What follows belongs to an exercise in optimizing a design on an open flow for small area and a short achievable clock period; a production flow would make more cautious choices.
Where RTL was checked, it was by simulation tests only, not by an equivalence proof against the original.
Power and IR drop assume default switching activity.

willow:
// MULTI_32bit
module MULTI_32bit(clk, rst, A, B, F);
  input clk, rst;
  input [31:0] A;
  input [31:0] B;
  output reg [31:0] F;
  reg r1_s;
  reg [7:0] r1_e;
  reg r1_c0_0;
  reg r1_c0_1;
  reg r1_c1_0;
  reg r1_c2_0;
  reg r1_c3_0;
  reg r1_c3_1;
  reg r1_c3_2;
  reg r1_c4_0;
  reg r1_c4_1;
  reg r1_c5_0;
  reg r1_c5_1;
  reg r1_c6_0;
  reg r1_c6_1;
  reg r1_c6_2;
  reg r1_c6_3;
  reg r1_c7_0;
  reg r1_c7_1;
  reg r1_c7_2;
  reg r1_c8_0;
  reg r1_c8_1;
  reg r1_c8_2;
  reg r1_c9_0;
  reg r1_c9_1;
  reg r1_c9_2;
  reg r1_c9_3;
  reg r1_c9_4;
  reg r1_c10_0;
  reg r1_c10_1;
  reg r1_c10_2;
  reg r1_c10_3;
  reg r1_c11_0;
  reg r1_c11_1;
  reg r1_c11_2;
  reg r1_c11_3;
  reg r1_c12_0;
  reg r1_c12_1;
  reg r1_c12_2;
  reg r1_c12_3;
  reg r1_c12_4;
  reg r1_c12_5;
  reg r1_c13_0;
  reg r1_c13_1;
  reg r1_c13_2;
  reg r1_c13_3;
  reg r1_c13_4;
  reg r1_c14_0;
  reg r1_c14_1;
  reg r1_c14_2;
  reg r1_c14_3;
  reg r1_c14_4;
  reg r1_c15_0;
  reg r1_c15_1;
  reg r1_c15_2;
  reg r1_c15_3;
  reg r1_c15_4;
  reg r1_c15_5;
  reg r1_c15_6;
  reg r1_c16_0;
  reg r1_c16_1;
  reg r1_c16_2;
  reg r1_c16_3;
  reg r1_c16_4;
  reg r1_c16_5;
  reg r1_c17_0;
  reg r1_c17_1;
  reg r1_c17_2;
  reg r1_c17_3;
  reg r1_c17_4;
  reg r1_c17_5;
  reg r1_c18_0;
  reg r1_c18_1;
  reg r1_c18_2;
  reg r1_c18_3;
  reg r1_c18_4;
  reg r1_c18_5;
  reg r1_c18_6;
  reg r1_c18_7;
  reg r1_c19_0;
  reg r1_c19_1;
  reg r1_c19_2;
  reg r1_c19_3;
  reg r1_c19_4;
  reg r1_c19_5;
  reg r1_c19_6;
  reg r1_c20_0;
  reg r1_c20_1;
  reg r1_c20_2;
  reg r1_c20_3;
  reg r1_c20_4;
  reg r1_c20_5;
  reg r1_c20_6;
  reg r1_c21_0;
  reg r1_c21_1;
  reg r1_c21_2;
  reg r1_c21_3;
  reg r1_c21_4;
  reg r1_c21_5;
  reg r1_c21_6;
  reg r1_c21_7;
  reg r1_c21_8;
  reg r1_c22_0;
  reg r1_c22_1;
  reg r1_c22_2;
  reg r1_c22_3;
  reg r1_c22_4;
  reg r1_c22_5;
  reg r1_c22_6;
  ...
Size in the first run: roughly 98 I/O pins, ~23000 sq um of cells after synthesis.
Settings: LEC_CHECK=0, ABC_CLOCK_PERIOD_IN_PS=2500, CAP_MARGIN=20, CORE_MARGIN=2, CORE_UTILIZATION=40, CTS_BUF_LIST=sky130_fd_sc_hd__clkbuf_16, CTS_CLUSTER_DIAMETER=80, CTS_CLUSTER_SIZE=30, SETUP_SLACK_MARGIN=4.3, SLEW_MARGIN=20, SYNTH_HIERARCHICAL=1, SYNTH_MINIMUM_KEEP_SIZE=0; clock period 7.0 ns.
standard.sh (not shown) runs the stock make flow with config.mk's settings and CLKGATE_MAP_FILE= SYNTH_SCRIPT=/design/flow/synth_recipe.tcl, a recipe that flattens the netlist after the stock synthesis.
==> flow/flow/run.sh <==
#!/bin/bash
# The standard layout, but with port buffers of a plain buffer cell
# (buffer_ports otherwise picks a delay cell, clkdlybuf4s50_1).
set -euo pipefail
export BUFFER_PORTS_ARGS="-buffer_cell sky130_fd_sc_hd__buf_4"
bash standard.sh > make_finish.log 2>&1
### willow -> nickel
# willow
export LEC_CHECK = 0
export ABC_CLOCK_PERIOD_IN_PS = 2500
export CAP_MARGIN = 20
export CORE_MARGIN = 2
export CORE_UTILIZATION = 40
export CTS_BUF_LIST = sky130_fd_sc_hd__clkbuf_16
export CTS_CLUSTER_DIAMETER = 80
export CTS_CLUSTER_SIZE = 30
export SETUP_SLACK_MARGIN = 4.3
export SLEW_MARGIN = 20
export SYNTH_HIERARCHICAL = 1
export SYNTH_MINIMUM_KEEP_SIZE = 0
create_clock -name core_clock -period 7.0 [get_ports {clk}]
# nickel
export LEC_CHECK = 0
export ABC_CLOCK_PERIOD_IN_PS = 2500
export CAP_MARGIN = 20
export CORE_MARGIN = 2
export CORE_UTILIZATION = 40
export CTS_BUF_LIST = sky130_fd_sc_hd__clkbuf_16
export CTS_CLUSTER_DIAMETER = 80
export CTS_CLUSTER_SIZE = 30
export SETUP_SLACK_MARGIN = 4.5
export SLEW_MARGIN = 20
export SYNTH_HIERARCHICAL = 1
export SYNTH_MINIMUM_KEEP_SIZE = 0
create_clock -name core_clock -period 7.0 [get_ports {clk}]
==> run notes <==
- Taking willow as the reference, in nickel delay contributed by the slowest stage of the critical path -0.19 ns, max-slew violation count ~0 delta, fraction of final layout cells sized beyond drive strength 1 +12 points.
- Taking willow as the reference point, the share of the clock period used by the worst path of nickel rises by 1.2 points.
- Diff willow and nickel: met3 global-route usage lower in nickel
- Going from willow to nickel, number of stages on the worst setup path saw an increase; number of buffers added by the clock tree synthesis step up 4.0%; cell area +about 5%; final non-filler cell total up 1.1%; minimum setup slack in the final design went down 0.086 ns.
> inputs changed (nickel -> violet)
# nickel
export LEC_CHECK = 0
export ABC_CLOCK_PERIOD_IN_PS = 2500
export CAP_MARGIN = 20
export CORE_MARGIN = 2
export CORE_UTILIZATION = 40
export CTS_BUF_LIST = sky130_fd_sc_hd__clkbuf_16
export CTS_CLUSTER_DIAMETER = 80
export CTS_CLUSTER_SIZE = 30
export SETUP_SLACK_MARGIN = 4.5
export SLEW_MARGIN = 20
export SYNTH_HIERARCHICAL = 1
export SYNTH_MINIMUM_KEEP_SIZE = 0
create_clock -name core_clock -period 7.0 [get_ports {clk}]
# violet
export LEC_CHECK = 0
export ABC_CLOCK_PERIOD_IN_PS = 2500
export CAP_MARGIN = 20
export CORE_MARGIN = 2
export CORE_UTILIZATION = 40
export CTS_BUF_LIST = sky130_fd_sc_hd__clkbuf_16
export CTS_CLUSTER_DIAMETER = 80
export CTS_CLUSTER_SIZE = 30
export PLACE_DENSITY = 0.65
export SETUP_SLACK_MARGIN = 4.3
export SLEW_MARGIN = 20
export SYNTH_HIERARCHICAL = 1
export SYNTH_MINIMUM_KEEP_SIZE = 0
create_clock -name core_clock -period 7.0 [get_ports {clk}]
Results
- Sequential share of layout area (violet over nickel): increase, 1.3 points
- Looking at relative contribution of combinational cells to total power across nickel and violet, the one that comes out lower is violet.
- Global-route usage in violet vs nickel: down 0.94 points
- Looking at kind of critical path, the reg2reg result is from nickel; the in2reg one comes from violet.
- Worst setup path startpoint = B[15]: violet; worst setup path startpoint = r2_p10$_DFF_P_: nickel
Input changes introduced in harbor (baseline for comparison: violet):
# violet
export LEC_CHECK = 0
export ABC_CLOCK_PERIOD_IN_PS = 2500
export CAP_MARGIN = 20
export CORE_MARGIN = 2
export CORE_UTILIZATION = 40
export CTS_BUF_LIST = sky130_fd_sc_hd__clkbuf_16
export CTS_CLUSTER_DIAMETER = 80
export CTS_CLUSTER_SIZE = 30
export PLACE_DENSITY = 0.65
export SETUP_SLACK_MARGIN = 4.3
export SLEW_MARGIN = 20
export SYNTH_HIERARCHICAL = 1
export SYNTH_MINIMUM_KEEP_SIZE = 0
create_clock -name core_clock -period 7.0 [get_ports {clk}]
# harbor
export LEC_CHECK = 0
export ABC_CLOCK_PERIOD_IN_PS = 2500
export CAP_MARGIN = 20
export CORE_MARGIN = 2
export CORE_UTILIZATION = 40
export CTS_BUF_LIST = sky130_fd_sc_hd__clkbuf_16
export CTS_CLUSTER_DIAMETER = 80
export CTS_CLUSTER_SIZE = 30
export GPL_ROUTABILITY_DRIVEN = 0
export SETUP_SLACK_MARGIN = 4.3
export SLEW_MARGIN = 20
export SYNTH_HIERARCHICAL = 1
export SYNTH_MINIMUM_KEEP_SIZE = 0
create_clock -name core_clock -period 7.0 [get_ports {clk}]
Results
harbor finished end to end and its layout was clean on timing, DRC and antenna. violet and harbor ended up with nearly the same sequential share of layout area. Final wirelength sits higher in harbor than in violet. Per the comparison of harbor with violet, register-to-register slack essentially unchanged; instance count after placement with tap cells included essentially unchanged.
No run of this note included a check of the RTL's function; only the layout flow was run.

---

MULTI_32bit, a different RTL version from the one above (not shown whole).
Size: ~1800 cells after synthesis, roughly 22000 um^2 of cells after synthesis.
export LEC_CHECK = 0
export ABC_CLOCK_PERIOD_IN_PS = 2500
export CAP_MARGIN = 20
export CORE_MARGIN = 2
export CORE_UTILIZATION = 50
export CTS_BUF_LIST = sky130_fd_sc_hd__clkbuf_16
export CTS_CLUSTER_DIAMETER = 80
export CTS_CLUSTER_SIZE = 30
export SETUP_SLACK_MARGIN = 4.4
export SLEW_MARGIN = 20
export SYNTH_HIERARCHICAL = 1
export SYNTH_MINIMUM_KEEP_SIZE = 0
create_clock -name core_clock -period 7.0 [get_ports {clk}]
Scripts as last shown in full above: flow/flow/run.sh
Change:
--- a/flow/config.mk
+++ b/flow/config.mk
@@ -7,0 +8 @@
+export ABC_AREA = 1
@@ -15 +16 @@
-export SETUP_SLACK_MARGIN = 4.4
+export SETUP_SLACK_MARGIN = 4.3
Outcome: Die area is higher by about 10%; synthesized cell count is higher by about 66%; global-route usage is lower by 0.25 points; wire length is higher by 9.5%; clock power is higher by about 28%; setup slack gets better by 0.026 ns; via count is higher by about 30%; synthesized area is higher by about 10%; fmax is higher by about 1%.
Change:
--- a/flow/config.mk
+++ b/flow/config.mk
@@ -8 +7,0 @@
-export ABC_AREA = 1
@@ -15,0 +15 @@
+export GPL_TIMING_DRIVEN = 0
Result:
- routed wire length decreases by 8.2%
- maximum frequency decreases by about 2%
- die area decreases by 9.3%
- flip-flop and latch count does not change
- non-clock buffer count increases by 79
- worst setup slack loses 0.057 ns
- global-route usage increases by 0.35 points

---

Setup of before:
Another version of the RTL of MULTI_32bit (not shown whole).
Size in the first run: roughly 400 flip-flops, ~98 I/O pins.
Settings: LEC_CHECK=0, ABC_CLOCK_PERIOD_IN_PS=2500, CAP_MARGIN=20, CORE_MARGIN=2, CORE_UTILIZATION=40, CTS_BUF_LIST=sky130_fd_sc_hd__clkbuf_8, SETUP_SLACK_MARGIN=4.3, SLEW_MARGIN=20, SYNTH_HIERARCHICAL=1, SYNTH_MINIMUM_KEEP_SIZE=0; clock period 7.0 ns.
Scripts as last shown in full above: flow/flow/run.sh
before finished every stage and its layout cleared the timing, DRC and antenna checks.
Input-level comparison between after and before:
- swapping 40 for 60 in CORE_UTILIZATION
- swapping 4.3 for 4.5 in SETUP_SLACK_MARGIN
Notes after the runs:
Clock power share in after is 1.5 points lower than in before
after ended up with r2_h31 as its capture point of the critical path; before ended up with r1_c14_4.
Internal reg-to-reg setup slack on after is down relative to before.
On switching power of the nets: after sits above before.
In the tables for before and after, post-cts repair resize count reads higher with after.
after vs before — routed length per instance rose 3.6 um.
Compare before and after | final worst-path setup slack higher: before
Delta (after minus before): sequential-cell power consumption essentially unchanged; hold slack went up by 0.0065 ns; maximum clock rate now smaller.

---

MULTI_32bit, a different RTL version from the one above (not shown whole).
For scale: roughly 2000 cells after synthesis, roughly 460 flip-flops, roughly 23000 sq um of cells after synthesis.
Settings: LEC_CHECK=0, ABC_CLOCK_PERIOD_IN_PS=2500, CAP_MARGIN=20, CORE_MARGIN=2, CORE_UTILIZATION=40, SETUP_SLACK_MARGIN=4.3, SLEW_MARGIN=20, SYNTH_HIERARCHICAL=1, SYNTH_MINIMUM_KEEP_SIZE=0; clock period 7.0 ns.
Scripts as last shown in full above: flow/flow/run.sh
The starting point finished clean.
Then changed:
- SETUP_SLACK_MARGIN: 4.3 -> 4.5
Worst setup slack gains 33 ps.
Clock skew stays flat.
Synthesized cell count is unchanged.
Power went up by 4.5%.

---

Setup of north:
MULTI_32bit, a different RTL version from the one above (not shown whole).
Size: about 1900 cells after synthesis, roughly 98 I/O pins.
==> flow/config.mk <==
export PLATFORM = sky130hd
export DESIGN_NAME = MULTI_32bit
export DESIGN_NICKNAME = MULTI_32bit
export VERILOG_FILES = /design/flow/design.v
export SDC_FILE = /design/flow/constraint.sdc
export NUM_CORES = 4
export LEC_CHECK = 0
export ABC_CLOCK_PERIOD_IN_PS = 2500
export CAP_MARGIN = 20
export CORE_MARGIN = 2
export CORE_UTILIZATION = 40
export CTS_BUF_LIST = sky130_fd_sc_hd__clkbuf_16
export CTS_CLUSTER_DIAMETER = 80
export CTS_CLUSTER_SIZE = 30
export SETUP_SLACK_MARGIN = 4.3
export SLEW_MARGIN = 20
export SYNTH_HIERARCHICAL = 1
export SYNTH_MINIMUM_KEEP_SIZE = 0
==> flow/constraint.sdc <==
create_clock -name core_clock -period 7.0 [get_ports {clk}]
set_input_delay 1.4000 -clock core_clock [delete_from_list [all_inputs] [get_ports {clk}]]
set_output_delay 1.4000 -clock core_clock [all_outputs]
set_load 0.01 [all_outputs]
Scripts as last shown in full above: flow/flow/run.sh
> inputs changed (north -> south)
- a change of CTS_CLUSTER_SIZE from 30 to 20
- a change of CTS_CLUSTER_DIAMETER from 80 to 60
- a change of CTS_BUF_LIST from sky130_fd_sc_hd__clkbuf_16 to sky130_fd_sc_hd__clkbuf_8
Results
south was carried through to the last stage, and its layout satisfied the timing, DRC and antenna checks.
north reports its launching element of the worst setup path as B[3] while south reports r1_c26_1.
south supports a lower top clock frequency than north.
Diff north -> south | sequential share of layout area | increase of 0.21 points
south vs. north: detail-routed net length per standard cell went down by 0.83%.
Register share of total power for south is higher than for north.
Input-level comparison between east and south:
- CTS_CLUSTER_DIAMETER: 60 -> unset
- CTS_CLUSTER_SIZE: 20 -> unset
--- a/flow/flow/run.sh
+++ b/flow/flow/run.sh
@@ -5 +5 @@
-export BUFFER_PORTS_ARGS="-buffer_cell sky130_fd_sc_hd__buf_4"
+export BUFFER_PORTS_ARGS="-buffer_cell sky130_fd_sc_hd__buf_2"
Results
The path depth of the worst reg2reg path number comes out lower for south vs east.
Diff south -> east | leakage component of the power | up by a few percent
east: final-layout worst hold slack is 0.012 ns lower than what south reported.
Between south and east, share of total power in sequential cells is higher for south, east comes in under that.

---

RTL: one of the versions met above, not the one the previous note started from.
For scale: about 1,900 cells after synthesis, roughly 400 flip-flops, about 22,000 µm² of cells after synthesis.
Settings: LEC_CHECK=0, ABC_CLOCK_PERIOD_IN_PS=2500, CAP_MARGIN=20, CORE_MARGIN=2, CORE_UTILIZATION=40, CTS_BUF_LIST=sky130_fd_sc_hd__clkbuf_8, SETUP_SLACK_MARGIN=4.1, SLEW_MARGIN=20, SYNTH_HIERARCHICAL=1, SYNTH_MINIMUM_KEEP_SIZE=0; clock period 7.0 ns.
==> flow/flow/run.sh <==
#!/bin/bash
# The standard layout, but with port buffers of a plain buffer cell
# (buffer_ports otherwise picks a delay cell, clkdlybuf4s50_1).
set -euo pipefail
export BUFFER_PORTS_ARGS="-buffer_cell sky130_fd_sc_hd__buf_4"
bash standard.sh > make_finish.log 2>&1
Next try:
--- a/flow/config.mk
+++ b/flow/config.mk
@@ -12,3 +12,3 @@
 export CTS_BUF_LIST = sky130_fd_sc_hd__clkbuf_8
-export SETUP_SLACK_MARGIN = 4.1
+export SETUP_SLACK_MARGIN = 4.5
 export SLEW_MARGIN = 20
=> Wire length rises by 14%; via count grows by 4.3%; critical path depth is unchanged; maximum frequency rose by 7.5%; core utilization came out higher by 8.0 points; die area stays the same.
Next try:
--- a/flow/config.mk
+++ b/flow/config.mk
@@ -12,3 +12,3 @@
 export CTS_BUF_LIST = sky130_fd_sc_hd__clkbuf_8
-export SETUP_SLACK_MARGIN = 4.5
+export SETUP_SLACK_MARGIN = 4.2
 export SLEW_MARGIN = 20
The new run passed the timing, DRC and antenna checks.
Via count shrinks by 3.8%.
Worst hold slack hardly moves.
Routed wire length came out lower by 13%.
Power fell by 16%.
Maximum frequency drops by 4.1%.
Setup slack degrades by 120 ps.
Sequential share of layout area grows by 3.9 points.
Next try:
--- a/flow/config.mk
+++ b/flow/config.mk
@@ -11,4 +11,3 @@
 export CORE_UTILIZATION = 40
-export CTS_BUF_LIST = sky130_fd_sc_hd__clkbuf_8
-export SETUP_SLACK_MARGIN = 4.2
+export SETUP_SLACK_MARGIN = 4.5
 export SLEW_MARGIN = 20
Combinational power rose by 34%. Clock-buffer cell count decreases by 23. Total power came out higher by 19%. Hold slack improved by 3.4 ps. Cell area climbs by 20%. Setup slack gains 140 ps. Core utilization came out higher by 9.2 points. Clock skew drops by 6.5 ps. Register-to-register slack improved by 30 ps. Clock power grows by about 6%.

==> afterwards: timing with drivers on the ports <==
The flow's constraints put no driver on any port. The routed layouts listed below were extracted and timed again, unchanged, in two steps.
Step 1 (the two cells are an assumption about what drives the block):
set clk [get_ports {clk}]
set_driving_cell -lib_cell sky130_fd_sc_hd__clkbuf_16 $clk
set_driving_cell -lib_cell sky130_fd_sc_hd__buf_2 [delete_from_list [all_inputs] $clk]
Step 2 adds t to the input delays and takes it off the output delays; t is the mean of the earliest and latest rising clock arrival at the registers after step 1. Input paths then give back, and output paths get back, about the clock's delay inside the block.
a / b / c = ideal ports / drivers / drivers and shift; a / b = the first two.
run | t, ns | slack for setup (ns) | cell pins on the clock port's net
willow | 0.633 | 4.310 / 4.310 / 3.708 | 1
nickel | 0.643 | 4.224 / 4.224 / 3.839 | 1
violet | 0.605 | 4.301 / 4.306 / 3.718 | 1
harbor | 0.633 | 4.310 / 4.310 / 3.708 | 1
the first run of note 2 | 0.613 | 4.294 / 4.294 / 3.759 | 1
the second run of note 2 | 0.644 | 4.321 / 4.321 / 3.762 | 1
the third run of note 2 | 0.635 | 4.264 / 4.293 / 3.663 | 1
before | 0.693 | 4.292 / 4.297 / 3.623 | 1
after | 0.684 | 4.204 / 4.204 / 3.789 | 1
the first run of note 4 | 0.657 | 4.213 / 4.213 / 3.691 | 1
the second run of note 4 | 0.651 | 4.246 / 4.246 / 3.872 | 1
north | 0.615 | 4.305 / 4.305 / 3.707 | 1
south | 0.713 | 4.295 / 4.295 / 3.636 | 1
east | 0.670 | 4.228 / 4.228 / 3.663 | 1
the first run of note 6 | 0.686 | 4.089 / 4.103 / 3.417 | 1
the second run of note 6 | 0.690 | 4.293 / 4.293 / 3.738 | 1
the third run of note 6 | 0.700 | 4.178 / 4.202 / 3.502 | 1
the fourth run of note 6 | 0.639 | 4.322 / 4.322 / 3.776 | 1
After both steps every run listed still meets setup and hold. For the third run of note 6, which loses most, drivers alone change the setup slack by +0.024 ns; drivers and shift together by -0.676 ns.
